Context: an optimization exercise on an open-source flow, tuned for small area and a short achievable clock period. The choices shown serve that exercise and are no tape-out recipe.
Only the layout flow was run in this run; the RTL was not checked for function there.
Power is estimated from default activity; no workload was simulated.

===== flow/flow/run.sh =====
#!/bin/bash
# Layout flow: the standard flow (standard.sh, unchanged synthesis) with
# smaller port buffers, smaller clock buffers and no dummy clock loads. Each tool's full output
# stays in orfs/logs/; make's own output goes to flow_make.log here.
set -euo pipefail
bash standard.sh \
  "BUFFER_PORTS_ARGS=-buffer_cell sky130_fd_sc_hd__buf_1" \
  "CTS_ARGS=-sink_clustering_enable -repair_clock_nets -dont_use_dummy_load -buf_list sky130_fd_sc_hd__clkbuf_8" \
  finish > flow_make.log 2>&1

===== flow/standard.sh =====
#!/bin/bash
# synth_recipe.tcl (not shown) runs the flow's synth.tcl, then flattens the netlist and writes it again
# the make line also repeats each setting of config.mk as NAME=value (left out here)
make -C /OpenROAD-flow-scripts/flow DESIGN_CONFIG=/design/flow/config.mk WORK_HOME=/design/flow/orfs CLKGATE_MAP_FILE= SYNTH_SCRIPT=/design/flow/synth_recipe.tcl "${@:-finish}"

===== flow/config.mk =====
export PLATFORM = sky130hd
export DESIGN_NAME = datapath
export DESIGN_NICKNAME = datapath
export VERILOG_FILES = /design/flow/design.v
export SDC_FILE = /design/flow/constraint.sdc
export NUM_CORES = 4
export LEC_CHECK = 0
export CAP_MARGIN = 20
export CORE_MARGIN = 2
export CORE_UTILIZATION = 65
export SETUP_SLACK_MARGIN = 2.3
export SLEW_MARGIN = 20
export SYNTH_HIERARCHICAL = 1
export SYNTH_MINIMUM_KEEP_SIZE = 0

===== flow/constraint.sdc =====
create_clock -name core_clock -period 5.0 [get_ports {clk}]
set_input_delay 1.0000 -clock core_clock [delete_from_list [all_inputs] [get_ports {clk}]]
set_output_delay 1.0000 -clock core_clock [all_outputs]
set_load 0.01 [all_outputs]

===== flow/design.v =====
module alu16(a, b, imm, asel, bsel, shift, op, loadc, loads, c_q, s_q, d_c, d_s);
  input [15:0] a, b;
  input [4:0] imm;
  input asel, bsel;
  input [1:0] shift, op;
  input loadc, loads;
  input [15:0] c_q;   
  input s_q;          
  output [15:0] d_c;  
  output d_s;         
  wire sub = op[0];
  wire sub_n = ~op[0];
  wire asel_n = ~asel;
  wire loadc_n = ~loadc;
  wire loads_n = ~loads;
  wire ld_arith_n = ~(loadc & ~op[1]);
  wire ld_not_n = ~(loadc & op[1] & op[0]);
  wire ld_and_n = ~(loadc & op[1] & ~op[0]);
  wire ld_arith = loads & ~op[1];
  wire ld_not = loads & op[1] & op[0];
  wire ld_and = loads & op[1] & ~op[0];
  wire [15:0] bin, ainx, pn, gn;
  wire s0_n;
  wire s1_n;
  wire sel_b0;
  wire sel_l0;
  wire sel_r0;
  wire sel_b1;
  wire sel_l1;
  wire sel_r1;
  wire sel_b2;
  wire sel_l2;
  wire sel_r2;
  wire sel_b3;
  wire sel_l3;
  wire sel_r3;
  wire s_x;
  wire sel_bs;
  wire bt0_0;
  wire bt0_1;
  wire bt0_2;
  wire bt1_0;
  wire bt1_1;
  wire bt2_0;
  wire bt2_1;
  wire bt3_0;
  wire bt3_1;
  wire bt4_0;
  wire bt4_1;
  wire bt5_0;
  wire bt5_1;
  wire bt5_2;
  wire bt6_0;
  wire bt6_1;
  wire bt6_2;
  wire bt7_0;
  wire bt7_1;
  wire bt7_2;
  wire bt8_0;
  wire bt8_1;
  wire bt8_2;
  wire bt9_0;
  wire bt9_1;
  wire bt9_2;
  wire bt10_0;
  wire bt10_1;
  wire bt10_2;
  wire bt11_0;
  wire bt11_1;
  wire bt11_2;
  wire bt12_0;
  wire bt12_1;
  wire bt12_2;
  wire bt13_0;
  wire bt13_1;
  wire bt13_2;
  wire bt14_0;
  wire bt14_1;
  wire bt14_2;
  wire bt15_0;
  wire bt15_1;
  wire an_0;
  wire an_1;
  wire an_2;
  wire an_3;
  wire an_4;
  wire an_5;
  wire an_6;
  wire an_7;
  wire an_8;
  wire an_9;
  wire an_10;
  wire an_11;
  wire an_12;
  wire an_13;
  wire an_14;
  wire an_15;
  wire g0n_0;
  wire p0n_0;
  wire g0n_1;
  wire p0n_1;
  wire g0n_2;
  wire p0n_2;
  wire g0n_3;
  wire p0n_3;
  wire g0n_4;
  wire p0n_4;
  wire g0n_5;
  wire p0n_5;
  wire g0n_6;
  wire p0n_6;
  wire g0n_7;
  wire p0n_7;
  wire g0n_8;
  wire p0n_8;
  wire g0n_9;
  wire p0n_9;
  wire g0n_10;
  wire p0n_10;
  wire g0n_11;
  wire p0n_11;
  wire g0n_12;
  wire p0n_12;
  wire g0n_13;
  wire p0n_13;
  wire g0n_14;
  wire p0n_14;
  wire g0n_15;
  wire p0n_15;
  wire g1_1;
  wire g1_3;
  wire pp1_3;
  wire g1_5;
  wire pp1_5;
  wire g1_7;
  wire pp1_7;
  wire g1_9;
  wire pp1_9;
  wire g1_11;
  wire pp1_11;
  wire g1_13;
  wire pp1_13;
  wire g1_15;
  wire pp1_15;
  wire g0n_2_i;
  wire p0n_2_i;
  wire g2_2;
  wire g2_3;
  wire g0n_6_i;
  wire p0n_6_i;
  wire g2_6;
  wire pp2_6;
  wire g2_7;
  wire pp2_7;
  wire g0n_10_i;
  wire p0n_10_i;
  wire g2_10;
  wire pp2_10;
  wire g2_11;
  wire pp2_11;
  wire g0n_14_i;
  wire p0n_14_i;
  wire g2_14;
  wire pp2_14;
  wire g2_15;
  wire pp2_15;
  wire g3_4;
  wire g1_5_i;
  wire pp1_5_i;
  wire g3_5;
  wire g3_6;
  wire g3_7;
  wire g3_12;
  wire pp3_12;
  wire g1_13_i;
  wire pp1_13_i;
  wire g3_13;
  wire pp3_13;
  wire g3_14;
  wire pp3_14;
  wire g3_15;
  wire pp3_15;
  wire g0n_8_i;
  wire p0n_8_i;
  wire g4_8;
  wire g4_9;
  wire g2_10_i;
  wire pp2_10_i;
  wire g4_10;
  wire g2_11_i;
  wire pp2_11_i;
  wire g4_11;
  wire g4_12;
  wire g4_13;
  wire g4_14;
  wire g4_15;
  wire g3_7_b;
  wire g2_3_b;
  wire q_0;
  wire sn_0;
  wire v_0;
  wire u_0;
  wire q_1;
  wire sn_1;
  wire v_1;
  wire u_1;
  wire q_2;
  wire sn_2;
  wire v_2;
  wire u_2;
  wire q_3;
  wire sn_3;
  wire v_3;
  wire u_3;
  wire q_4;
  wire sn_4;
  wire v_4;
  wire u_4;
  wire q_5;
  wire sn_5;
  wire v_5;
  wire u_5;
  wire q_6;
  wire sn_6;
  wire v_6;
  wire u_6;
  wire q_7;
  wire sn_7;
  wire v_7;
  wire u_7;
  wire q_8;
  wire sn_8;
  wire v_8;
  wire u_8;
  wire q_9;
  wire sn_9;
  wire v_9;
  wire u_9;
  wire q_10;
  wire sn_10;
  wire v_10;
  wire u_10;
  wire q_11;
  wire sn_11;
  wire v_11;
  wire u_11;
  wire q_12;
  wire sn_12;
  wire v_12;
  wire u_12;
  wire q_13;
  wire sn_13;
  wire v_13;
  wire u_13;
  wire q_14;
  wire sn_14;
  wire v_14;
  wire u_14;
  wire q_15;
  wire sn_15;
  wire v_15;
  wire u_15;
  wire k_0;
  wire e_0;
  wire k_1;
  wire e_1;
  wire k_2;
  wire e_2;
  wire k_3;
  wire e_3;
  wire k_4;
  wire e_4;
  wire k_5;
  wire e_5;
  wire k_6;
  wire e_6;
  wire k_7;
  wire e_7;
  wire k_8;
  wire e_8;
  wire k_9;
  wire e_9;
  wire k_10;
  wire e_10;
  wire k_11;
  wire e_11;
  wire k_12;
  wire e_12;
  wire k_13;
  wire e_13;
  wire k_14;
  wire e_14;
  wire k_15;
  wire e_15;
  wire za_q0;
  wire za_q1;
  wire za_q2;
  wire za_q3;
  wire za_h0;
  wire za_h1;
  wire za_n;
  wire zand_q0;
  wire zand_q1;
  wire zand_q2;
  wire zand_q3;
  wire zand_h0;
  wire zand_h1;
  wire zand_n;
  wire znot_q0;
  wire znot_q1;
  wire znot_q2;
  wire znot_q3;
  wire znot_h0;
  wire znot_h1;
  wire znot_n;
  wire hold_n;
  c_inv u1(.a(shift[0]), .y(s0_n));
  c_inv u2(.a(shift[1]), .y(s1_n));
  c_nor3 u3(.a(bsel), .b(shift[1]), .c(shift[0]), .y(sel_b0));
  c_nor3 u4(.a(bsel), .b(shift[1]), .c(s0_n), .y(sel_l0));
  c_nor2 u5(.a(bsel), .b(s1_n), .y(sel_r0));
  c_nor3 u6(.a(bsel), .b(shift[1]), .c(shift[0]), .y(sel_b1));
  c_nor3 u7(.a(bsel), .b(shift[1]), .c(s0_n), .y(sel_l1));
  c_nor2 u8(.a(bsel), .b(s1_n), .y(sel_r1));
  c_nor3 u9(.a(bsel), .b(shift[1]), .c(shift[0]), .y(sel_b2));
  c_nor3 u10(.a(bsel), .b(shift[1]), .c(s0_n), .y(sel_l2));
  c_nor2 u11(.a(bsel), .b(s1_n), .y(sel_r2));
  c_nor3 u12(.a(bsel), .b(shift[1]), .c(shift[0]), .y(sel_b3));
  c_nor3 u13(.a(bsel), .b(shift[1]), .c(s0_n), .y(sel_l3));
  c_nor2 u14(.a(bsel), .b(s1_n), .y(sel_r3));
  c_xor2 u15(.a(shift[1]), .b(shift[0]), .y(s_x));
  c_nor2 u16(.a(bsel), .b(s_x), .y(sel_bs));
  c_nand2 u17(.a(sel_b0), .b(b[0]), .y(bt0_0));
  c_nand2 u18(.a(sel_r0), .b(b[1]), .y(bt0_1));
  c_nand2 u19(.a(bsel), .b(imm[0]), .y(bt0_2));
  c_nand3 u20(.a(bt0_0), .b(bt0_1), .c(bt0_2), .y(bin[0]));
  c_aoi22 u21(.a1(sel_b0), .a2(b[1]), .b1(sel_l0), .b2(b[0]), .y(bt1_0));
  c_aoi22 u22(.a1(sel_r0), .a2(b[2]), .b1(bsel), .b2(imm[1]), .y(bt1_1));
  c_nand2 u23(.a(bt1_0), .b(bt1_1), .y(bin[1]));
  c_aoi22 u24(.a1(sel_b0), .a2(b[2]), .b1(sel_l0), .b2(b[1]), .y(bt2_0));
  c_aoi22 u25(.a1(sel_r0), .a2(b[3]), .b1(bsel), .b2(imm[2]), .y(bt2_1));
  c_nand2 u26(.a(bt2_0), .b(bt2_1), .y(bin[2]));
  c_aoi22 u27(.a1(sel_b0), .a2(b[3]), .b1(sel_l0), .b2(b[2]), .y(bt3_0));
  c_aoi22 u28(.a1(sel_r0), .a2(b[4]), .b1(bsel), .b2(imm[3]), .y(bt3_1));
  c_nand2 u29(.a(bt3_0), .b(bt3_1), .y(bin[3]));
  c_aoi22 u30(.a1(sel_b1), .a2(b[4]), .b1(sel_l1), .b2(b[3]), .y(bt4_0));
  c_aoi22 u31(.a1(sel_r1), .a2(b[5]), .b1(bsel), .b2(imm[4]), .y(bt4_1));
  c_nand2 u32(.a(bt4_0), .b(bt4_1), .y(bin[4]));
  c_nand2 u33(.a(sel_b1), .b(b[5]), .y(bt5_0));
  c_nand2 u34(.a(sel_l1), .b(b[4]), .y(bt5_1));
  c_nand2 u35(.a(sel_r1), .b(b[6]), .y(bt5_2));
  c_nand3 u36(.a(bt5_0), .b(bt5_1), .c(bt5_2), .y(bin[5]));
  c_nand2 u37(.a(sel_b1), .b(b[6]), .y(bt6_0));
  c_nand2 u38(.a(sel_l1), .b(b[5]), .y(bt6_1));
  c_nand2 u39(.a(sel_r1), .b(b[7]), .y(bt6_2));
  c_nand3 u40(.a(bt6_0), .b(bt6_1), .c(bt6_2), .y(bin[6]));
  c_nand2 u41(.a(sel_b1), .b(b[7]), .y(bt7_0));
  c_nand2 u42(.a(sel_l1), .b(b[6]), .y(bt7_1));
  c_nand2 u43(.a(sel_r1), .b(b[8]), .y(bt7_2));
  c_nand3 u44(.a(bt7_0), .b(bt7_1), .c(bt7_2), .y(bin[7]));
  c_nand2 u45(.a(sel_b2), .b(b[8]), .y(bt8_0));
  c_nand2 u46(.a(sel_l2), .b(b[7]), .y(bt8_1));
  c_nand2 u47(.a(sel_r2), .b(b[9]), .y(bt8_2));
  c_nand3 u48(.a(bt8_0), .b(bt8_1), .c(bt8_2), .y(bin[8]));
  c_nand2 u49(.a(sel_b2), .b(b[9]), .y(bt9_0));
  c_nand2 u50(.a(sel_l2), .b(b[8]), .y(bt9_1));
  c_nand2 u51(.a(sel_r2), .b(b[10]), .y(bt9_2));
  c_nand3 u52(.a(bt9_0), .b(bt9_1), .c(bt9_2), .y(bin[9]));
  c_nand2 u53(.a(sel_b2), .b(b[10]), .y(bt10_0));
  c_nand2 u54(.a(sel_l2), .b(b[9]), .y(bt10_1));
  c_nand2 u55(.a(sel_r2), .b(b[11]), .y(bt10_2));
  c_nand3 u56(.a(bt10_0), .b(bt10_1), .c(bt10_2), .y(bin[10]));
  c_nand2 u57(.a(sel_b2), .b(b[11]), .y(bt11_0));
  c_nand2 u58(.a(sel_l2), .b(b[10]), .y(bt11_1));
  c_nand2 u59(.a(sel_r2), .b(b[12]), .y(bt11_2));
  c_nand3 u60(.a(bt11_0), .b(bt11_1), .c(bt11_2), .y(bin[11]));
  c_nand2 u61(.a(sel_b3), .b(b[12]), .y(bt12_0));
  c_nand2 u62(.a(sel_l3), .b(b[11]), .y(bt12_1));
  c_nand2 u63(.a(sel_r3), .b(b[13]), .y(bt12_2));
  c_nand3 u64(.a(bt12_0), .b(bt12_1), .c(bt12_2), .y(bin[12]));
  c_nand2 u65(.a(sel_b3), .b(b[13]), .y(bt13_0));
  c_nand2 u66(.a(sel_l3), .b(b[12]), .y(bt13_1));
  c_nand2 u67(.a(sel_r3), .b(b[14]), .y(bt13_2));
  c_nand3 u68(.a(bt13_0), .b(bt13_1), .c(bt13_2), .y(bin[13]));
  c_nand2 u69(.a(sel_b3), .b(b[14]), .y(bt14_0));
  c_nand2 u70(.a(sel_l3), .b(b[13]), .y(bt14_1));
  c_nand2 u71(.a(sel_r3), .b(b[15]), .y(bt14_2));
  c_nand3 u72(.a(bt14_0), .b(bt14_1), .c(bt14_2), .y(bin[14]));
  c_nand2 u73(.a(sel_bs), .b(b[15]), .y(bt15_0));
  c_nand2 u74(.a(sel_l3), .b(b[14]), .y(bt15_1));
  c_nand2 u75(.a(bt15_0), .b(bt15_1), .y(bin[15]));
  c_nand2 u76(.a(a[0]), .b(asel_n), .y(an_0));
  c_xnor2 u77(.a(an_0), .b(sub), .y(ainx[0]));
  c_nand2 u78(.a(a[1]), .b(asel_n), .y(an_1));
  c_xnor2 u79(.a(an_1), .b(sub), .y(ainx[1]));
  c_nand2 u80(.a(a[2]), .b(asel_n), .y(an_2));
  c_xnor2 u81(.a(an_2), .b(sub), .y(ainx[2]));
  c_nand2 u82(.a(a[3]), .b(asel_n), .y(an_3));
  c_xnor2 u83(.a(an_3), .b(sub), .y(ainx[3]));
  c_nand2 u84(.a(a[4]), .b(asel_n), .y(an_4));
  c_xnor2 u85(.a(an_4), .b(sub), .y(ainx[4]));
  c_nand2 u86(.a(a[5]), .b(asel_n), .y(an_5));
  c_xnor2 u87(.a(an_5), .b(sub), .y(ainx[5]));
  c_nand2 u88(.a(a[6]), .b(asel_n), .y(an_6));
  c_xnor2 u89(.a(an_6), .b(sub), .y(ainx[6]));
  c_nand2 u90(.a(a[7]), .b(asel_n), .y(an_7));
  c_xnor2 u91(.a(an_7), .b(sub), .y(ainx[7]));
  c_nand2 u92(.a(a[8]), .b(asel_n), .y(an_8));
  c_xnor2 u93(.a(an_8), .b(sub), .y(ainx[8]));
  c_nand2 u94(.a(a[9]), .b(asel_n), .y(an_9));
  c_xnor2 u95(.a(an_9), .b(sub), .y(ainx[9]));
  c_nand2 u96(.a(a[10]), .b(asel_n), .y(an_10));
  c_xnor2 u97(.a(an_10), .b(sub), .y(ainx[10]));
  c_nand2 u98(.a(a[11]), .b(asel_n), .y(an_11));
  c_xnor2 u99(.a(an_11), .b(sub), .y(ainx[11]));
  c_nand2 u100(.a(a[12]), .b(asel_n), .y(an_12));
  c_xnor2 u101(.a(an_12), .b(sub), .y(ainx[12]));
  c_nand2 u102(.a(a[13]), .b(asel_n), .y(an_13));
  c_xnor2 u103(.a(an_13), .b(sub), .y(ainx[13]));
  c_nand2 u104(.a(a[14]), .b(asel_n), .y(an_14));
  c_xnor2 u105(.a(an_14), .b(sub), .y(ainx[14]));
  c_nand2 u106(.a(a[15]), .b(asel_n), .y(an_15));
  c_xnor2 u107(.a(an_15), .b(sub), .y(ainx[15]));
  c_nand2 u108(.a(ainx[0]), .b(bin[0]), .y(g0n_0));
  c_xnor2 u109(.a(ainx[0]), .b(bin[0]), .y(p0n_0));
  assign pn[0] = p0n_0;
  assign gn[0] = g0n_0;
  c_nand2 u110(.a(ainx[1]), .b(bin[1]), .y(g0n_1));
  c_xnor2 u111(.a(ainx[1]), .b(bin[1]), .y(p0n_1));
  assign pn[1] = p0n_1;
  assign gn[1] = g0n_1;
  c_nand2 u112(.a(ainx[2]), .b(bin[2]), .y(g0n_2));
  c_xnor2 u113(.a(ainx[2]), .b(bin[2]), .y(p0n_2));
  assign pn[2] = p0n_2;
  assign gn[2] = g0n_2;
  c_nand2 u114(.a(ainx[3]), .b(bin[3]), .y(g0n_3));
  c_xnor2 u115(.a(ainx[3]), .b(bin[3]), .y(p0n_3));
  assign pn[3] = p0n_3;
  assign gn[3] = g0n_3;
  c_nand2 u116(.a(ainx[4]), .b(bin[4]), .y(g0n_4));
  c_xnor2 u117(.a(ainx[4]), .b(bin[4]), .y(p0n_4));
  assign pn[4] = p0n_4;
  assign gn[4] = g0n_4;
  c_nand2 u118(.a(ainx[5]), .b(bin[5]), .y(g0n_5));
  c_xnor2 u119(.a(ainx[5]), .b(bin[5]), .y(p0n_5));
  assign pn[5] = p0n_5;
  assign gn[5] = g0n_5;
  c_nand2 u120(.a(ainx[6]), .b(bin[6]), .y(g0n_6));
  c_xnor2 u121(.a(ainx[6]), .b(bin[6]), .y(p0n_6));
  assign pn[6] = p0n_6;
  assign gn[6] = g0n_6;
  c_nand2 u122(.a(ainx[7]), .b(bin[7]), .y(g0n_7));
  c_xnor2 u123(.a(ainx[7]), .b(bin[7]), .y(p0n_7));
  assign pn[7] = p0n_7;
  assign gn[7] = g0n_7;
  c_nand2 u124(.a(ainx[8]), .b(bin[8]), .y(g0n_8));
  c_xnor2 u125(.a(ainx[8]), .b(bin[8]), .y(p0n_8));
  assign pn[8] = p0n_8;
  assign gn[8] = g0n_8;
  c_nand2 u126(.a(ainx[9]), .b(bin[9]), .y(g0n_9));
  c_xnor2 u127(.a(ainx[9]), .b(bin[9]), .y(p0n_9));
  assign pn[9] = p0n_9;
  assign gn[9] = g0n_9;
  c_nand2 u128(.a(ainx[10]), .b(bin[10]), .y(g0n_10));
  c_xnor2 u129(.a(ainx[10]), .b(bin[10]), .y(p0n_10));
  assign pn[10] = p0n_10;
  assign gn[10] = g0n_10;
  c_nand2 u130(.a(ainx[11]), .b(bin[11]), .y(g0n_11));
  c_xnor2 u131(.a(ainx[11]), .b(bin[11]), .y(p0n_11));
  assign pn[11] = p0n_11;
  assign gn[11] = g0n_11;
  c_nand2 u132(.a(ainx[12]), .b(bin[12]), .y(g0n_12));
  c_xnor2 u133(.a(ainx[12]), .b(bin[12]), .y(p0n_12));
  assign pn[12] = p0n_12;
  assign gn[12] = g0n_12;
  c_nand2 u134(.a(ainx[13]), .b(bin[13]), .y(g0n_13));
  c_xnor2 u135(.a(ainx[13]), .b(bin[13]), .y(p0n_13));
  assign pn[13] = p0n_13;
  assign gn[13] = g0n_13;
  c_nand2 u136(.a(ainx[14]), .b(bin[14]), .y(g0n_14));
  c_xnor2 u137(.a(ainx[14]), .b(bin[14]), .y(p0n_14));
  assign pn[14] = p0n_14;
  assign gn[14] = g0n_14;
  c_nand2 u138(.a(ainx[15]), .b(bin[15]), .y(g0n_15));
  c_xnor2 u139(.a(ainx[15]), .b(bin[15]), .y(p0n_15));
  assign pn[15] = p0n_15;
  assign gn[15] = g0n_15;
  c_oai21 u140(.a1(p0n_1), .a2(g0n_0), .b1(g0n_1), .y(g1_1));
  c_oai21 u141(.a1(p0n_3), .a2(g0n_2), .b1(g0n_3), .y(g1_3));
  c_nor2 u142(.a(p0n_3), .b(p0n_2), .y(pp1_3));
  c_oai21 u143(.a1(p0n_5), .a2(g0n_4), .b1(g0n_5), .y(g1_5));
  c_nor2 u144(.a(p0n_5), .b(p0n_4), .y(pp1_5));
  c_oai21 u145(.a1(p0n_7), .a2(g0n_6), .b1(g0n_7), .y(g1_7));
  c_nor2 u146(.a(p0n_7), .b(p0n_6), .y(pp1_7));
  c_oai21 u147(.a1(p0n_9), .a2(g0n_8), .b1(g0n_9), .y(g1_9));
  c_nor2 u148(.a(p0n_9), .b(p0n_8), .y(pp1_9));
  c_oai21 u149(.a1(p0n_11), .a2(g0n_10), .b1(g0n_11), .y(g1_11));
  c_nor2 u150(.a(p0n_11), .b(p0n_10), .y(pp1_11));
  c_oai21 u151(.a1(p0n_13), .a2(g0n_12), .b1(g0n_13), .y(g1_13));
  c_nor2 u152(.a(p0n_13), .b(p0n_12), .y(pp1_13));
  c_oai21 u153(.a1(p0n_15), .a2(g0n_14), .b1(g0n_15), .y(g1_15));
  c_nor2 u154(.a(p0n_15), .b(p0n_14), .y(pp1_15));
  c_inv u155(.a(g0n_2), .y(g0n_2_i));
  c_inv u156(.a(p0n_2), .y(p0n_2_i));
  c_aoi21 u157(.a1(p0n_2_i), .a2(g1_1), .b1(g0n_2_i), .y(g2_2));
  c_aoi21 u158(.a1(pp1_3), .a2(g1_1), .b1(g1_3), .y(g2_3));
  c_inv u159(.a(g0n_6), .y(g0n_6_i));
  c_inv u160(.a(p0n_6), .y(p0n_6_i));
  c_aoi21 u161(.a1(p0n_6_i), .a2(g1_5), .b1(g0n_6_i), .y(g2_6));
  c_nand2 u162(.a(p0n_6_i), .b(pp1_5), .y(pp2_6));
  c_aoi21 u163(.a1(pp1_7), .a2(g1_5), .b1(g1_7), .y(g2_7));
  c_nand2 u164(.a(pp1_7), .b(pp1_5), .y(pp2_7));
  c_inv u165(.a(g0n_10), .y(g0n_10_i));
  c_inv u166(.a(p0n_10), .y(p0n_10_i));
  c_aoi21 u167(.a1(p0n_10_i), .a2(g1_9), .b1(g0n_10_i), .y(g2_10));
  c_nand2 u168(.a(p0n_10_i), .b(pp1_9), .y(pp2_10));
  c_aoi21 u169(.a1(pp1_11), .a2(g1_9), .b1(g1_11), .y(g2_11));
  c_nand2 u170(.a(pp1_11), .b(pp1_9), .y(pp2_11));
  c_inv u171(.a(g0n_14), .y(g0n_14_i));
  c_inv u172(.a(p0n_14), .y(p0n_14_i));
  c_aoi21 u173(.a1(p0n_14_i), .a2(g1_13), .b1(g0n_14_i), .y(g2_14));
  c_nand2 u174(.a(p0n_14_i), .b(pp1_13), .y(pp2_14));
  c_aoi21 u175(.a1(pp1_15), .a2(g1_13), .b1(g1_15), .y(g2_15));
  c_nand2 u176(.a(pp1_15), .b(pp1_13), .y(pp2_15));
  c_oai21 u177(.a1(p0n_4), .a2(g2_3), .b1(g0n_4), .y(g3_4));
  c_inv u178(.a(g1_5), .y(g1_5_i));
  c_inv u179(.a(pp1_5), .y(pp1_5_i));
  c_oai21 u180(.a1(pp1_5_i), .a2(g2_3), .b1(g1_5_i), .y(g3_5));
  c_oai21 u181(.a1(pp2_6), .a2(g2_3_b), .b1(g2_6), .y(g3_6));
  c_oai21 u182(.a1(pp2_7), .a2(g2_3_b), .b1(g2_7), .y(g3_7));
  c_oai21 u183(.a1(p0n_12), .a2(g2_11), .b1(g0n_12), .y(g3_12));
  c_nor2 u184(.a(p0n_12), .b(pp2_11), .y(pp3_12));
  c_inv u185(.a(g1_13), .y(g1_13_i));
  c_inv u186(.a(pp1_13), .y(pp1_13_i));
  c_oai21 u187(.a1(pp1_13_i), .a2(g2_11), .b1(g1_13_i), .y(g3_13));
  c_nor2 u188(.a(pp1_13_i), .b(pp2_11), .y(pp3_13));
  c_oai21 u189(.a1(pp2_14), .a2(g2_11), .b1(g2_14), .y(g3_14));
  c_nor2 u190(.a(pp2_14), .b(pp2_11), .y(pp3_14));
  c_oai21 u191(.a1(pp2_15), .a2(g2_11), .b1(g2_15), .y(g3_15));
  c_nor2 u192(.a(pp2_15), .b(pp2_11), .y(pp3_15));
  c_inv u193(.a(g0n_8), .y(g0n_8_i));
  c_inv u194(.a(p0n_8), .y(p0n_8_i));
  c_aoi21 u195(.a1(p0n_8_i), .a2(g3_7), .b1(g0n_8_i), .y(g4_8));
  c_aoi21 u196(.a1(pp1_9), .a2(g3_7), .b1(g1_9), .y(g4_9));
  c_inv u197(.a(g2_10), .y(g2_10_i));
  c_inv u198(.a(pp2_10), .y(pp2_10_i));
  c_aoi21 u199(.a1(pp2_10_i), .a2(g3_7), .b1(g2_10_i), .y(g4_10));
  c_inv u200(.a(g2_11), .y(g2_11_i));
  c_inv u201(.a(pp2_11), .y(pp2_11_i));
  c_aoi21 u202(.a1(pp2_11_i), .a2(g3_7), .b1(g2_11_i), .y(g4_11));
  c_aoi21 u203(.a1(pp3_12), .a2(g3_7_b), .b1(g3_12), .y(g4_12));
  c_aoi21 u204(.a1(pp3_13), .a2(g3_7_b), .b1(g3_13), .y(g4_13));
  c_aoi21 u205(.a1(pp3_14), .a2(g3_7_b), .b1(g3_14), .y(g4_14));
  c_aoi21 u206(.a1(pp3_15), .a2(g3_7_b), .b1(g3_15), .y(g4_15));
  c_oai21 u207(.a1(pp2_7), .a2(g2_3), .b1(g2_7), .y(g3_7_b));
  c_aoi21 u208(.a1(pp1_3), .a2(g1_1), .b1(g1_3), .y(g2_3_b));
  c_xnor2 u209(.a(pn[0]), .b(sub), .y(q_0));
  c_inv u210(.a(q_0), .y(sn_0));
  c_o22a u211(.a1(ld_not_n), .a2(bin[0]), .b1(ld_and_n), .b2(gn[0]), .y(v_0));
  c_nand2 u212(.a(loadc_n), .b(c_q[0]), .y(u_0));
  c_o211ai u213(.a1(sn_0), .a2(ld_arith_n), .b1(u_0), .c1(v_0), .y(d_c[0]));
  c_xnor2 u214(.a(pn[1]), .b(sub), .y(q_1));
  c_xor2 u215(.a(q_1), .b(g0n_0), .y(sn_1));
  c_o22a u216(.a1(ld_not_n), .a2(bin[1]), .b1(ld_and_n), .b2(gn[1]), .y(v_1));
  c_nand2 u217(.a(loadc_n), .b(c_q[1]), .y(u_1));
  c_o211ai u218(.a1(sn_1), .a2(ld_arith_n), .b1(u_1), .c1(v_1), .y(d_c[1]));
  c_xnor2 u219(.a(pn[2]), .b(sub), .y(q_2));
  c_xnor2 u220(.a(q_2), .b(g1_1), .y(sn_2));
  c_o22a u221(.a1(ld_not_n), .a2(bin[2]), .b1(ld_and_n), .b2(gn[2]), .y(v_2));
  c_nand2 u222(.a(loadc_n), .b(c_q[2]), .y(u_2));
  c_o211ai u223(.a1(sn_2), .a2(ld_arith_n), .b1(u_2), .c1(v_2), .y(d_c[2]));
  c_xnor2 u224(.a(pn[3]), .b(sub), .y(q_3));
  c_xor2 u225(.a(q_3), .b(g2_2), .y(sn_3));
  c_o22a u226(.a1(ld_not_n), .a2(bin[3]), .b1(ld_and_n), .b2(gn[3]), .y(v_3));
  c_nand2 u227(.a(loadc_n), .b(c_q[3]), .y(u_3));
  c_o211ai u228(.a1(sn_3), .a2(ld_arith_n), .b1(u_3), .c1(v_3), .y(d_c[3]));
  c_xnor2 u229(.a(pn[4]), .b(sub), .y(q_4));
  c_xor2 u230(.a(q_4), .b(g2_3), .y(sn_4));
  c_o22a u231(.a1(ld_not_n), .a2(bin[4]), .b1(ld_and_n), .b2(gn[4]), .y(v_4));
  c_nand2 u232(.a(loadc_n), .b(c_q[4]), .y(u_4));
  c_o211ai u233(.a1(sn_4), .a2(ld_arith_n), .b1(u_4), .c1(v_4), .y(d_c[4]));
  c_xnor2 u234(.a(pn[5]), .b(sub), .y(q_5));
  c_xnor2 u235(.a(q_5), .b(g3_4), .y(sn_5));
  c_o22a u236(.a1(ld_not_n), .a2(bin[5]), .b1(ld_and_n), .b2(gn[5]), .y(v_5));
  c_nand2 u237(.a(loadc_n), .b(c_q[5]), .y(u_5));
  c_o211ai u238(.a1(sn_5), .a2(ld_arith_n), .b1(u_5), .c1(v_5), .y(d_c[5]));
  c_xnor2 u239(.a(pn[6]), .b(sub), .y(q_6));
  c_xnor2 u240(.a(q_6), .b(g3_5), .y(sn_6));
  c_o22a u241(.a1(ld_not_n), .a2(bin[6]), .b1(ld_and_n), .b2(gn[6]), .y(v_6));
  c_nand2 u242(.a(loadc_n), .b(c_q[6]), .y(u_6));
  c_o211ai u243(.a1(sn_6), .a2(ld_arith_n), .b1(u_6), .c1(v_6), .y(d_c[6]));
  c_xnor2 u244(.a(pn[7]), .b(sub), .y(q_7));
  c_xnor2 u245(.a(q_7), .b(g3_6), .y(sn_7));
  c_o22a u246(.a1(ld_not_n), .a2(bin[7]), .b1(ld_and_n), .b2(gn[7]), .y(v_7));
  c_nand2 u247(.a(loadc_n), .b(c_q[7]), .y(u_7));
  c_o211ai u248(.a1(sn_7), .a2(ld_arith_n), .b1(u_7), .c1(v_7), .y(d_c[7]));
  c_xnor2 u249(.a(pn[8]), .b(sub), .y(q_8));
  c_xnor2 u250(.a(q_8), .b(g3_7), .y(sn_8));
  c_o22a u251(.a1(ld_not_n), .a2(bin[8]), .b1(ld_and_n), .b2(gn[8]), .y(v_8));
  c_nand2 u252(.a(loadc_n), .b(c_q[8]), .y(u_8));
  c_o211ai u253(.a1(sn_8), .a2(ld_arith_n), .b1(u_8), .c1(v_8), .y(d_c[8]));
  c_xnor2 u254(.a(pn[9]), .b(sub), .y(q_9));
  c_xor2 u255(.a(q_9), .b(g4_8), .y(sn_9));
  c_o22a u256(.a1(ld_not_n), .a2(bin[9]), .b1(ld_and_n), .b2(gn[9]), .y(v_9));
  c_nand2 u257(.a(loadc_n), .b(c_q[9]), .y(u_9));
  c_o211ai u258(.a1(sn_9), .a2(ld_arith_n), .b1(u_9), .c1(v_9), .y(d_c[9]));
  c_xnor2 u259(.a(pn[10]), .b(sub), .y(q_10));
  c_xor2 u260(.a(q_10), .b(g4_9), .y(sn_10));
  c_o22a u261(.a1(ld_not_n), .a2(bin[10]), .b1(ld_and_n), .b2(gn[10]), .y(v_10));
  c_nand2 u262(.a(loadc_n), .b(c_q[10]), .y(u_10));
  c_o211ai u263(.a1(sn_10), .a2(ld_arith_n), .b1(u_10), .c1(v_10), .y(d_c[10]));
  c_xnor2 u264(.a(pn[11]), .b(sub), .y(q_11));
  c_xor2 u265(.a(q_11), .b(g4_10), .y(sn_11));
  c_o22a u266(.a1(ld_not_n), .a2(bin[11]), .b1(ld_and_n), .b2(gn[11]), .y(v_11));
  c_nand2 u267(.a(loadc_n), .b(c_q[11]), .y(u_11));
  c_o211ai u268(.a1(sn_11), .a2(ld_arith_n), .b1(u_11), .c1(v_11), .y(d_c[11]));
  c_xnor2 u269(.a(pn[12]), .b(sub), .y(q_12));
  c_xor2 u270(.a(q_12), .b(g4_11), .y(sn_12));
  c_o22a u271(.a1(ld_not_n), .a2(bin[12]), .b1(ld_and_n), .b2(gn[12]), .y(v_12));
  c_nand2 u272(.a(loadc_n), .b(c_q[12]), .y(u_12));
  c_o211ai u273(.a1(sn_12), .a2(ld_arith_n), .b1(u_12), .c1(v_12), .y(d_c[12]));
  c_xnor2 u274(.a(pn[13]), .b(sub), .y(q_13));
  c_xor2 u275(.a(q_13), .b(g4_12), .y(sn_13));
  c_o22a u276(.a1(ld_not_n), .a2(bin[13]), .b1(ld_and_n), .b2(gn[13]), .y(v_13));
  c_nand2 u277(.a(loadc_n), .b(c_q[13]), .y(u_13));
  c_o211ai u278(.a1(sn_13), .a2(ld_arith_n), .b1(u_13), .c1(v_13), .y(d_c[13]));
  c_xnor2 u279(.a(pn[14]), .b(sub), .y(q_14));
  c_xor2 u280(.a(q_14), .b(g4_13), .y(sn_14));
  c_o22a u281(.a1(ld_not_n), .a2(bin[14]), .b1(ld_and_n), .b2(gn[14]), .y(v_14));
  c_nand2 u282(.a(loadc_n), .b(c_q[14]), .y(u_14));
  c_o211ai u283(.a1(sn_14), .a2(ld_arith_n), .b1(u_14), .c1(v_14), .y(d_c[14]));
  c_xnor2 u284(.a(pn[15]), .b(sub), .y(q_15));
  c_xor2 u285(.a(q_15), .b(g4_14), .y(sn_15));
  c_o22a u286(.a1(ld_not_n), .a2(bin[15]), .b1(ld_and_n), .b2(gn[15]), .y(v_15));
  c_nand2 u287(.a(loadc_n), .b(c_q[15]), .y(u_15));
  c_o211ai u288(.a1(sn_15), .a2(ld_arith_n), .b1(u_15), .c1(v_15), .y(d_c[15]));
  assign k_0 = sub;
  c_xor2 u289(.a(pn[0]), .b(k_0), .y(e_0));
  c_nand3 u290(.a(gn[0]), .b(pn[0]), .c(sub_n), .y(k_1));
  c_xor2 u291(.a(pn[1]), .b(k_1), .y(e_1));
  c_nand3 u292(.a(gn[1]), .b(pn[1]), .c(sub_n), .y(k_2));
  c_xor2 u293(.a(pn[2]), .b(k_2), .y(e_2));
  c_nand3 u294(.a(gn[2]), .b(pn[2]), .c(sub_n), .y(k_3));
  c_xor2 u295(.a(pn[3]), .b(k_3), .y(e_3));
  c_nand3 u296(.a(gn[3]), .b(pn[3]), .c(sub_n), .y(k_4));
  c_xor2 u297(.a(pn[4]), .b(k_4), .y(e_4));
  c_nand3 u298(.a(gn[4]), .b(pn[4]), .c(sub_n), .y(k_5));
  c_xor2 u299(.a(pn[5]), .b(k_5), .y(e_5));
  c_nand3 u300(.a(gn[5]), .b(pn[5]), .c(sub_n), .y(k_6));
  c_xor2 u301(.a(pn[6]), .b(k_6), .y(e_6));
  c_nand3 u302(.a(gn[6]), .b(pn[6]), .c(sub_n), .y(k_7));
  c_xor2 u303(.a(pn[7]), .b(k_7), .y(e_7));
  c_nand3 u304(.a(gn[7]), .b(pn[7]), .c(sub_n), .y(k_8));
  c_xor2 u305(.a(pn[8]), .b(k_8), .y(e_8));
  c_nand3 u306(.a(gn[8]), .b(pn[8]), .c(sub_n), .y(k_9));
  c_xor2 u307(.a(pn[9]), .b(k_9), .y(e_9));
  c_nand3 u308(.a(gn[9]), .b(pn[9]), .c(sub_n), .y(k_10));
  c_xor2 u309(.a(pn[10]), .b(k_10), .y(e_10));
  c_nand3 u310(.a(gn[10]), .b(pn[10]), .c(sub_n), .y(k_11));
  c_xor2 u311(.a(pn[11]), .b(k_11), .y(e_11));
  c_nand3 u312(.a(gn[11]), .b(pn[11]), .c(sub_n), .y(k_12));
  c_xor2 u313(.a(pn[12]), .b(k_12), .y(e_12));
  c_nand3 u314(.a(gn[12]), .b(pn[12]), .c(sub_n), .y(k_13));
  c_xor2 u315(.a(pn[13]), .b(k_13), .y(e_13));
  c_nand3 u316(.a(gn[13]), .b(pn[13]), .c(sub_n), .y(k_14));
  c_xor2 u317(.a(pn[14]), .b(k_14), .y(e_14));
  c_nand3 u318(.a(gn[14]), .b(pn[14]), .c(sub_n), .y(k_15));
  c_xor2 u319(.a(pn[15]), .b(k_15), .y(e_15));
  c_nand4 u320(.a(e_0), .b(e_1), .c(e_2), .d(e_3), .y(za_q0));
  c_nand4 u321(.a(e_4), .b(e_5), .c(e_6), .d(e_7), .y(za_q1));
  c_nand4 u322(.a(e_8), .b(e_9), .c(e_10), .d(e_11), .y(za_q2));
  c_nand4 u323(.a(e_12), .b(e_13), .c(e_14), .d(e_15), .y(za_q3));
  c_nor2 u324(.a(za_q0), .b(za_q1), .y(za_h0));
  c_nor2 u325(.a(za_q2), .b(za_q3), .y(za_h1));
  c_nand3 u326(.a(za_h0), .b(za_h1), .c(ld_arith), .y(za_n));
  c_nand4 u327(.a(gn[0]), .b(gn[1]), .c(gn[2]), .d(gn[3]), .y(zand_q0));
  c_nand4 u328(.a(gn[4]), .b(gn[5]), .c(gn[6]), .d(gn[7]), .y(zand_q1));
  c_nand4 u329(.a(gn[8]), .b(gn[9]), .c(gn[10]), .d(gn[11]), .y(zand_q2));
  c_nand4 u330(.a(gn[12]), .b(gn[13]), .c(gn[14]), .d(gn[15]), .y(zand_q3));
  c_nor2 u331(.a(zand_q0), .b(zand_q1), .y(zand_h0));
  c_nor2 u332(.a(zand_q2), .b(zand_q3), .y(zand_h1));
  c_nand3 u333(.a(zand_h0), .b(zand_h1), .c(ld_and), .y(zand_n));
  c_nand4 u334(.a(bin[0]), .b(bin[1]), .c(bin[2]), .d(bin[3]), .y(znot_q0));
  c_nand4 u335(.a(bin[4]), .b(bin[5]), .c(bin[6]), .d(bin[7]), .y(znot_q1));
  c_nand4 u336(.a(bin[8]), .b(bin[9]), .c(bin[10]), .d(bin[11]), .y(znot_q2));
  c_nand4 u337(.a(bin[12]), .b(bin[13]), .c(bin[14]), .d(bin[15]), .y(znot_q3));
  c_nor2 u338(.a(znot_q0), .b(znot_q1), .y(znot_h0));
  c_nor2 u339(.a(znot_q2), .b(znot_q3), .y(znot_h1));
  c_nand3 u340(.a(znot_h0), .b(znot_h1), .c(ld_not), .y(znot_n));
  c_nand2 u341(.a(loads_n), .b(s_q), .y(hold_n));
  c_nand4 u342(.a(za_n), .b(zand_n), .c(znot_n), .d(hold_n), .y(d_s));
endmodule
module datapath(datapath_in, vsel, writenum, write, readnum, clk, loada, loadb, shift, asel, bsel, ALUop, loadc, loads, datapath_out, Z_out);
  input write, clk, loada, loadb, vsel, asel, bsel, loadc, loads;
  input [1:0] shift, ALUop;
  input [2:0] writenum, readnum;
  input [15:0] datapath_in;
  output [15:0] datapath_out;
  output Z_out;
  reg [15:0] R0, R1, R2, R3, R4, R5, R6, R7;
  reg [15:0] A, B, C;
  reg S;
  wire [15:0] wdata = vsel ? datapath_in : C;
  always @(posedge clk) begin
    if (write && writenum == 3'd0) R0 <= wdata;
    if (write && writenum == 3'd1) R1 <= wdata;
    if (write && writenum == 3'd2) R2 <= wdata;
    if (write && writenum == 3'd3) R3 <= wdata;
    if (write && writenum == 3'd4) R4 <= wdata;
    if (write && writenum == 3'd5) R5 <= wdata;
    if (write && writenum == 3'd6) R6 <= wdata;
    if (write && writenum == 3'd7) R7 <= wdata;
  end
  wire [7:0] rsel = 8'b1 << readnum;
  wire [15:0] rdata;
  genvar i;
  generate
    for (i = 0; i < 16; i = i + 1) begin : rd
      read_bit u(.r({R7[i], R6[i], R5[i], R4[i], R3[i], R2[i], R1[i], R0[i]}), .s(rsel), .q(rdata[i]));
    end
  endgenerate
  always @(posedge clk) begin
    if (loada) A <= rdata;
    if (loadb) B <= rdata;
  end
  wire [15:0] c_next;
  wire s_next;
  alu16 u_alu(.a(A), .b(B), .imm(datapath_in[4:0]), .asel(asel), .bsel(bsel), .shift(shift),
              .op(ALUop), .loadc(loadc), .loads(loads), .c_q(C), .s_q(S),
              .d_c(c_next), .d_s(s_next));
  always @(posedge clk) begin
    C <= c_next;
    S <= s_next;
  end
  assign datapath_out = C;
  assign Z_out = S;
endmodule
module read_bit(r, s, q);
  input [7:0] r, s;
  output q;
  assign q = |(r & s);
endmodule
module c_inv(a, y);
  input a;
  output y;
  assign y = ~a;
endmodule
module c_nand2(a, b, y);
  input a, b;
  output y;
  assign y = ~(a & b);
endmodule
module c_nand3(a, b, c, y);
  input a, b, c;
  output y;
  assign y = ~(a & b & c);
endmodule
module c_nand4(a, b, c, d, y);
  input a, b, c, d;
  output y;
  assign y = ~(a & b & c & d);
endmodule
module c_nor2(a, b, y);
  input a, b;
  output y;
  assign y = ~(a | b);
endmodule
module c_xor2(a, b, y);
  input a, b;
  output y;
  assign y = a ^ b;
endmodule
module c_xnor2(a, b, y);
  input a, b;
  output y;
  assign y = ~(a ^ b);
endmodule
module c_aoi21(a1, a2, b1, y);
  input a1, a2, b1;
  output y;
  assign y = ~((a1 & a2) | b1);
endmodule
module c_oai21(a1, a2, b1, y);
  input a1, a2, b1;
  output y;
  assign y = ~((a1 | a2) & b1);
endmodule
module c_o22a(a1, a2, b1, b2, y);
  input a1, a2, b1, b2;
  output y;
  assign y = (a1 | a2) & (b1 | b2);
endmodule
module c_nor4(a, b, c, d, y);
  input a, b, c, d;
  output y;
  assign y = ~(a | b | c | d);
endmodule
module c_aoi22(a1, a2, b1, b2, y);
  input a1, a2, b1, b2;
  output y;
  assign y = ~((a1 & a2) | (b1 & b2));
endmodule
module c_o211ai(a1, a2, b1, c1, y);
  input a1, a2, b1, c1;
  output y;
  assign y = ~((a1 | a2) & b1 & c1);
endmodule
module c_nor3(a, b, c, y);
  input a, b, c;
  output y;
  assign y = ~(a | b | c);
endmodule

==> run notes <==
==> what timing repair did <==
| action | 4_1_cts | 5_1_grt |
|---|---|---|
| setup endpoints to repair | 16 | 9 |
| setup buffers | 6 | 10 |
| pin swaps | 13 | 15 |
| cloned | 0 | 1 |
| gates resized for setup | 33 | 39 |
==> where the power goes <==
| part | switching (mW) | internal, mW |
|---|---|---|
| Clock | 0.414 | 0.300 |
| Sequential | 0.0569 | 1.75 |
| Combinational | 0.466 | 0.307 |
| Total | 0.936 | 2.36 |
==> state kept, by name, indices dropped and copies added, names as in the netlist, 16 cells and up <==
signal	flops
R7	16
R6	16
R0	16
R5	16
B	16
R2	16
C	16
A	16
R3	16
R1	16
R4	16
==> worst min-delay path, cell delays in order, from the launching register on <==
cell and delay [ns]:
dfxtp_1 0.35, nand2_1 0.07, o211ai_2 0.05
==> per-module statistics from Yosys (local to each module, per instance), a selection <==
module / times used / flip-flops and latches / cells
c_nand4: 13 / 0 / 1
c_xor2: 27 / 0 / 1
read_bit: 16 / 0 / 5
c_o211ai: 16 / 0 / 1
c_xnor2: 53 / 0 / 1
c_nor2: 20 / 0 / 1
c_oai21: 15 / 0 / 1
datapath: 1 / 177 / 211
c_nand2: 94 / 0 / 1
c_aoi21: 15 / 0 / 1
c_nand3: 29 / 0 / 1
c_aoi22: 8 / 0 / 1
c_nor3: 8 / 0 / 1
c_inv: 21 / 0 / 1
==> cell families after synthesis <==
kind of cell    count (synthesis)  share of synthesized area (%)
compound gates                134                           13.5
simple gates                  202                           12.2
xor+xnor                       80                           8.41
mux                            16                           2.61
buf+inv                        27                           1.50
flops                         177                           61.8
==> layer usage <==
layer	global-route usage (%)	share of wire, %	wire [um]	vias up
met2	47.5	51	9720	274
li1	-	-	-	2629
met5	0	0	0	-
met4	11.2	2.7	504	0
met3	4.69	6.2	1190	53
met1	37.0	40	7610	2771
==> synthesized netlist by cell type <==
master,count,area (um2)
o21ai_1,15,75.1
a22oi_1,64,480
mux2_4,10,150
a21oi_2,15,131
nor2b_1,1,6.26
nor4bb_1,2,20.0
o211ai_2,16,200
nand4_1,29,181
buf_6,1,11.3
and3_1,2,12.5
and3b_1,4,35.0
and4_1,1,8.76
nor3_1,1,5.00
and4b_1,3,30.0
nand2b_1,1,6.26
dfxtp_1,17,340
nand2_1,94,353
nand3_1,30,150
xnor2_1,53,464
nor2_1,20,75.1
nand3b_1,1,7.51
mux2_2,6,67.6
xor2_1,27,236
buf_12,1,20.0
a22oi_2,8,100
and4bb_2,1,12.5
o22a_1,16,140
nor3_2,8,80.1
nor3b_1,3,22.5
edfxtp_1,160,4800
inv_1,25,93.8
nor4b_1,1,8.76
==> layout make-up <==
cell class / instances / share of cell area [%]
Multi-Input combinational cell: 432 / 36.7
Sequential cell: 177 / 52.7
Timing Repair Buffer: 78 / 4.95
Clock buffer: 17 / 2.40
Inverter: 25 / 1.04
Tap cell: 172 / 2.20
==> path summary, 6_finish.rpt <==
path | slack (ns) | cells past startpoint | endpoint | from
min reg2reg | 0.50 | 2 | C[7]$_DFF_P_ | C[7]$_DFF_P_
min | 0.50 | 2 | C[7]$_DFF_P_ | C[7]$_DFF_P_
max reg2reg | 2.85 | 9 | C[11]$_DFF_P_ | B[1]$_DFFE_PP_
max | 2.34 | 9 | S$_DFF_P_ | ALUop[0]
==> results.sh <==
export IMPL_root_buffer="clkbuf_8"
export IMPL_ios=52
export IMPL_multiInputGateArea_mm2=0.00358
export IMPL_num_vias=5727
export IMPL_design_area_mm2=0.00976
export IMPL_drive_gt1_share_pct=23.5
export IMPL_crit_buf_inv=3
export IMPL_grt_max_degree=22
export IMPL_nFillCells=792
export IMPL_antenna_cells=0
export IMPL_total_power_mw=3.29
export IMPL_maxSlewHeadroom_pct=32.0
export IMPL_regArea_mm2=0.00514
export IMPL_drv_slew=0
export IMPL_critPathArrivalTime_ns=3.03
export IMPL_synthToLayoutAreaGrowth_pct=17.2
export IMPL_yosysWarnings=7
export IMPL_syn_instance_count=636
export IMPL_cts_hold_buffers_added=0
export IMPL_nNetsFinal=766
export IMPL_cp_slowest_cell="buf_4"
export IMPL_hp_class="flop to flop"
export IMPL_cpLargestDelayFamily="buffers and inverters"
export IMPL_drt_iter0_drc=560
export IMPL_routedWlPerCell_um=21.1
export IMPL_cts_buffers_inserted=17
export IMPL_fin_tns_setup_ns=0
export IMPL_path_max_fanout=21
export IMPL_wirelength_um=19000
export IMPL_final_common_cell="edfxtp_1"
export IMPL_clock_skew_ns=0.0377
export IMPL_finalHoldViolations=0
export IMPL_hold_ws_ns=0.496
export IMPL_clockBufferDepth=2
export IMPL_io_buffers=51
export IMPL_rows=41
export IMPL_ys_seq_elements=177
export IMPL_worst_slack_ns=2.34
export IMPL_clkLatencyLatePin_ns=0.45
export IMPL_status="finished clean"
export IMPL_fmax_ghz=0.376
export IMPL_htreeDepth=4
export IMPL_coreArea_mm2=0.0126
export IMPL_rsz0062_at_grt="yes"
export IMPL_grt_pass1_wl_um=28100
export IMPL_critPathCaptureType="flop"
export IMPL_worst_ep_required_time_ns=5.37
export IMPL_cts_clk_slew_worst_paths_ns=0.06
export IMPL_die_area_mm2=0.0137
export IMPL_fin_cells=901
export IMPL_final_cell_mix="160 x edfxtp_1, 87 x nand2_1, 64 x a22oi_1"
export IMPL_cp_start_kind="input pin"
export IMPL_p_leak_nw=3.37
export IMPL_die_x_um=117
export IMPL_firstDrtPassIters=6
export IMPL_finalCritPeriodShare_pct=53.1
export IMPL_max_stage_delay_ns=0.40
export IMPL_pre_cts_ws_ns=1.16
export IMPL_dp_hpwl_um=12400
export IMPL_setup_violations=0
export IMPL_min_period_ns=2.66
export IMPL_powerDensity_mw_per_mm2=337
export IMPL_path_class="input pin to flop"
export IMPL_gp_congestion=0.917
export IMPL_cts_tree="yes"
export IMPL_grt_use_total_pct=28.2
export IMPL_synth_area_mm2=0.00833
export IMPL_viasPerCell=6.36
export IMPL_initial_core_util_pct=66.3
export IMPL_worstPathCellList="clkbuf_4 > buf_4 > inv_1 > nand3_1 > xor2_1 > nand4_1 > nor2_1 > nand3_1 > nand4_1"
export IMPL_worst_pin_slew_ns=1.02
export IMPL_die_h_um=117
export IMPL_antenna_found_initial=0
export IMPL_grt_pass1_vias=5441
export IMPL_syn_num_nets=671
export IMPL_synthDistinctLibCells=32
export IMPL_max_cap_violations=0
export IMPL_post_place_cells=867
export IMPL_ir_drop_mv=0.277
export IMPL_drtAntennaViolNets=0
export IMPL_synth_seq_area_share_pct=61.8
export IMPL_place_area_mm2=0.00899
export IMPL_overflow=0
export IMPL_cts_sinks=177
export IMPL_drc=0
export IMPL_final_util_pct=77.7
export IMPL_synth_area_per_cell_um2=13.1

[re-timing with driven ports]
The results above use ideal ports. As a check the final layout listed here was re-extracted and re-timed, cells and wires unchanged. Step 1, drivers: a clkbuf_16 drives clk and a buf_2 each remaining input, both assumed. Step 2 moves the port delays by t, midway between the first and last clock arrival at a register: inputs arrive t later, outputs are due t later. That takes back most of the time a late clock gives input paths. Three values: ideal, step 1, step 2; two values: the first two.
t (ns): 0.474
setup slack, ns: 2.343 / 2.309 / 1.835
clock arrival spread, ns: 0.038 / 0.038
slew at the worst register clock pin (ns): 0.10 / 0.10
pins driven straight from the clock port: 1
After both steps this run still meets setup and hold. For this run, drivers alone change the setup slack by -0.034 ns; drivers and shift together by -0.508 ns.
